Background: an optimization exercise with open tools, aiming at small area, a short achievable clock period and few clock cycles per item. Do not read the settings as production practice.
Function was checked by simulation only, so behaviour that the tests miss may differ from the original.
The clock port is modelled as an ideal driver; clocking choices that lean on that would not hold on a real chip.

amber:
==> flow/design.v <==
module fastInvSqrt #(
    parameter INT_WIDTH = 12,       
    parameter FRACT_WIDTH = 4        
    )
    (
    input wire clk,
    input wire rst_n,
    input wire [INT_WIDTH+FRACT_WIDTH-1:0] data_in,
    input wire valid_in,
    output reg ready_in,
    output wire [INT_WIDTH+FRACT_WIDTH-1:0] data_out,
    output reg valid_out,
    input wire ready_out
    );
    localparam WORD_WIDTH = INT_WIDTH + FRACT_WIDTH;
    wire [15:0] x = data_in;
    wire [5:0] s;
    wire n23, n24, n25, n26, n27, n28, n29, n30, n31, n32;
    wire n33, n34, n35, n36, n37, n38, n39, n40, n41, n42;
    wire n43, n44, n45, n46, n47, n48, n49, n50, n51, n52;
    wire n53, n54, n55, n56, n57, n58, n59, n60, n61, n62;
    wire n63, n64, n65, n66, n67, n68, n70, n71, n72, n73;
    wire n74, n75, n76, n77, n78, n79, n80, n81, n82, n83;
    wire n84, n85, n86, n87, n88, n89, n90, n91, n92, n93;
    wire n95, n96, n97, n98, n99, n100, n101, n103, n104, n105;
    wire n106, n108, n109, n111, n112;
    assign n23 = ~x[15] & ~x[14];
    assign n24 = ~x[13] & n23;
    assign n25 = ~x[12] & ~x[11];
    assign n26 = ~x[10] & n25;
    assign n27 = ~x[9] & n26;
    assign n28 = x[8] & n27;
    assign n29 = n24 & ~n28;
    assign n30 = ~x[4] & ~x[3];
    assign n31 = ~x[5] & n30;
    assign n32 = ~x[2] & ~x[1];
    assign n33 = n31 & n32;
    assign n34 = ~x[8] & ~x[7];
    assign n35 = ~x[6] & n34;
    assign n36 = n33 & n35;
    assign n37 = n23 & n27;
    assign n38 = n36 & n37;
    assign n39 = ~n29 & ~n38;
    assign n40 = ~x[5] & ~x[2];
    assign n41 = ~n30 & ~n40;
    assign n42 = x[0] & n32;
    assign n43 = ~x[1] & ~n42;
    assign n44 = n30 & ~n43;
    assign n45 = ~x[6] & ~x[5];
    assign n46 = x[1] & x[0];
    assign n47 = n45 & ~n46;
    assign n48 = n44 & n47;
    assign n49 = ~n41 & ~n48;
    assign n50 = x[4] & x[3];
    assign n51 = ~n32 & n50;
    assign n52 = ~n49 & ~n51;
    assign n53 = x[2] & x[1];
    assign n54 = ~n50 & ~n53;
    assign n55 = n49 & ~n54;
    assign n56 = ~x[7] & ~n55;
    assign n57 = ~n52 & n56;
    assign n58 = n31 & ~n53;
    assign n59 = x[6] & ~n58;
    assign n60 = ~x[9] & ~n59;
    assign n61 = ~n57 & n60;
    assign n62 = ~x[13] & n26;
    assign n63 = ~x[7] & x[6];
    assign n64 = x[5] & n63;
    assign n65 = x[9] & ~n34;
    assign n66 = ~n64 & ~n65;
    assign n67 = n62 & n66;
    assign n68 = ~n61 & n67;
    assign s[0] = ~n39 & ~n68;
    assign n70 = x[6] & ~n33;
    assign n71 = ~x[7] & ~n70;
    assign n72 = x[8] & ~n71;
    assign n73 = n24 & n27;
    assign n74 = ~n72 & n73;
    assign n75 = ~n31 & n63;
    assign n76 = x[5] & ~x[2];
    assign n77 = x[1] & ~n76;
    assign n78 = ~x[4] & ~n77;
    assign n79 = x[3] & ~n78;
    assign n80 = ~n34 & ~n58;
    assign n81 = ~x[5] & ~n32;
    assign n82 = x[4] & ~n81;
    assign n83 = ~x[6] & ~n82;
    assign n84 = ~n80 & n83;
    assign n85 = ~n79 & n84;
    assign n86 = ~n75 & ~n85;
    assign n87 = ~x[7] & n58;
    assign n88 = ~n86 & ~n87;
    assign n89 = n74 & ~n88;
    assign n90 = x[10] & x[9];
    assign n91 = ~n36 & n90;
    assign n92 = n24 & n25;
    assign n93 = ~n91 & n92;
    assign s[1] = ~n89 & n93;
    assign n95 = n34 & ~n75;
    assign n96 = ~x[3] & n32;
    assign n97 = ~n44 & n96;
    assign n98 = ~x[4] & x[2];
    assign n99 = n45 & ~n98;
    assign n100 = ~n97 & n99;
    assign n101 = n95 & ~n100;
    assign s[2] = n74 & ~n101;
    assign n103 = n73 & n95;
    assign n104 = x[4] & ~n96;
    assign n105 = n45 & ~n104;
    assign n106 = ~n44 & n105;
    assign s[3] = n103 & ~n106;
    assign n108 = ~n42 & n58;
    assign n109 = n105 & ~n108;
    assign s[4] = n103 & n109;
    assign n111 = ~x[6] & ~n32;
    assign n112 = n58 & n111;
    assign s[5] = n103 & n112;
    reg [5:0] result;    
    wire full_next = valid_in | ~ready_in;   
    always @(posedge clk) begin
        if (!rst_n) begin
            valid_out <= 1'b0;
            ready_in <= 1'b1;
        end else begin
            valid_out <= ready_out & full_next;
            ready_in <= ready_out | ~full_next;
        end
    end
    always @(posedge clk) begin
        if (ready_in) result <= s;
    end
    assign data_out = {{(WORD_WIDTH-7){1'b0}}, result[4] & result[3] & result[2],
                       result[5:1], result[0] ^ result[1]};
endmodule
Settings: LEC_CHECK=0, CAP_MARGIN=20, CORE_AREA=2.5 2.5 61.5 61.5, DIE_AREA=0 0 64 64, SLEW_MARGIN=20; clock period 12.5 ns.
standard.sh (not shown) runs the stock make flow with config.mk's settings and CLKGATE_MAP_FILE= SYNTH_SCRIPT=/design/flow/synth_recipe.tcl, a recipe that flattens the netlist after the stock synthesis.
==> flow/flow/run.sh <==
#!/bin/bash
# The standard layout, except:
#  - synthesis maps the logic with flow/abc_custom.script, a light mapping
#    that keeps the RTL's and-inverter graph, instead of ORFS's
#    abc_speed.script (the rest of the synthesis script is the standard flow's own);
#  - port buffers are buf_1 cells;
#  - the constant outputs share one tie cell;
#  - after clock tree synthesis, cells on the slowest paths are upsized
#    (flow/post_cts.tcl).
set -euo pipefail
here=$PWD
# A scripts folder that is ORFS's, with abc_speed.script replaced.
mkdir -p scripts_custom
for f in "$FLOW_HOME"/scripts/*; do ln -sf "$f" scripts_custom/; done
rm -f scripts_custom/abc_speed.script
cp flow/abc_custom.script scripts_custom/abc_speed.script
cat > synth_custom.tcl <<EOT
set ::env(SCRIPTS_DIR) $here/scripts_custom
source $here/synth_recipe.tcl
EOT
bash standard.sh SYNTH_SCRIPT=$here/synth_custom.tcl synth > synth.log 2>&1
bash standard.sh "BUFFER_PORTS_ARGS=-buffer_cell sky130_fd_sc_hd__buf_1" SKIP_REPAIR_TIE_FANOUT=1 POST_CTS_TCL=$here/flow/post_cts.tcl finish > standard.log 2>&1
==> flow/flow/abc_custom.script <==
strash
dch
map -B 0.3
topo
stime -c
==> flow/flow/post_cts.tcl <==
# After clock tree synthesis: upsize and swap pins (no new buffers) on paths
# with less than 9.15 ns of setup slack, then legalize the placement again.
repair_timing -setup -setup_margin 9.15 -sequence "sizeup,swap" -verbose
detailed_placement
check_placement -verbose
amber reached the final stage; the timing, DRC and antenna checks on its layout passed.
Testbench counts of amber, summed over its fixed seeds: cycles 1,028, items 1,024.
Input-level comparison between onyx and amber:
diff --git a/flow/flow/run.sh b/flow/flow/run.sh
--- a/flow/flow/run.sh
+++ b/flow/flow/run.sh
@@ -7,3 +7 @@
-#  - the constant outputs share one tie cell;
-#  - after clock tree synthesis, cells on the slowest paths are upsized
-#    (flow/post_cts.tcl).
+#  - the constant outputs share one tie cell.
@@ -22 +20 @@
-bash standard.sh "BUFFER_PORTS_ARGS=-buffer_cell sky130_fd_sc_hd__buf_1" SKIP_REPAIR_TIE_FANOUT=1 POST_CTS_TCL=$here/flow/post_cts.tcl finish > standard.log 2>&1
+bash standard.sh "BUFFER_PORTS_ARGS=-buffer_cell sky130_fd_sc_hd__buf_1" SKIP_REPAIR_TIE_FANOUT=1 finish > standard.log 2>&1
removed: flow/flow/post_cts.tcl
==> run notes <==
onyx ran to completion and came out clean on the timing, DRC and antenna checks. Maximum VDD drop grows slightly when moving from amber to onyx. Comparing onyx and amber, the lower setup slack was measured on onyx. Against amber, onyx comes in 34 µm lower on total wirelength of the detailed-routed design. Period utilization: onyx vs amber up 1.4 points. onyx: register-to-register slack lower than amber. Looking at final design instance area without fill across both flows, onyx is the stronger of the two, with amber trailing. amber has a lower worst hold slack than onyx. Sort onyx and amber by routed length on met3 desc -> top: amber.

-- what the ideal ports hide --
How much do the figures lean on ideal ports? The routed layouts below were timed once more, with nothing changed but the port constraints.
Step 1 sets driving cells, clkbuf_16 on the clock port and buf_2 on the other inputs (assumed; they add their load-dependent delay and slew).
Step 2 times the ports against the registers' clock, not the clock port: input delays grow and output delays shrink by t, the midpoint of the rising clock arrivals with the driver on.
Three values: no drivers, after step 1, after step 2; two values: the first two.
| run | t (ns) | setup WS [ns] | hold slack, ns | clock arrival spread, ns | worst register clock-pin slew, ns |
|---|---|---|---|---|---|
| amber | 0.266 | 8.952 / 8.947 / 8.682 | 0.550 / 0.550 / 0.550 | 0.003 / 0.003 | 0.05 / 0.05 |
| onyx | 0.265 | 8.780 / 8.777 / 8.512 | 0.606 / 0.606 / 0.606 | 0.002 / 0.002 | 0.05 / 0.05 |
After both steps setup and hold are still met in every run listed. The setup slack of amber, which loses most, moves by -0.005 ns with the drivers and by -0.270 ns with both steps.
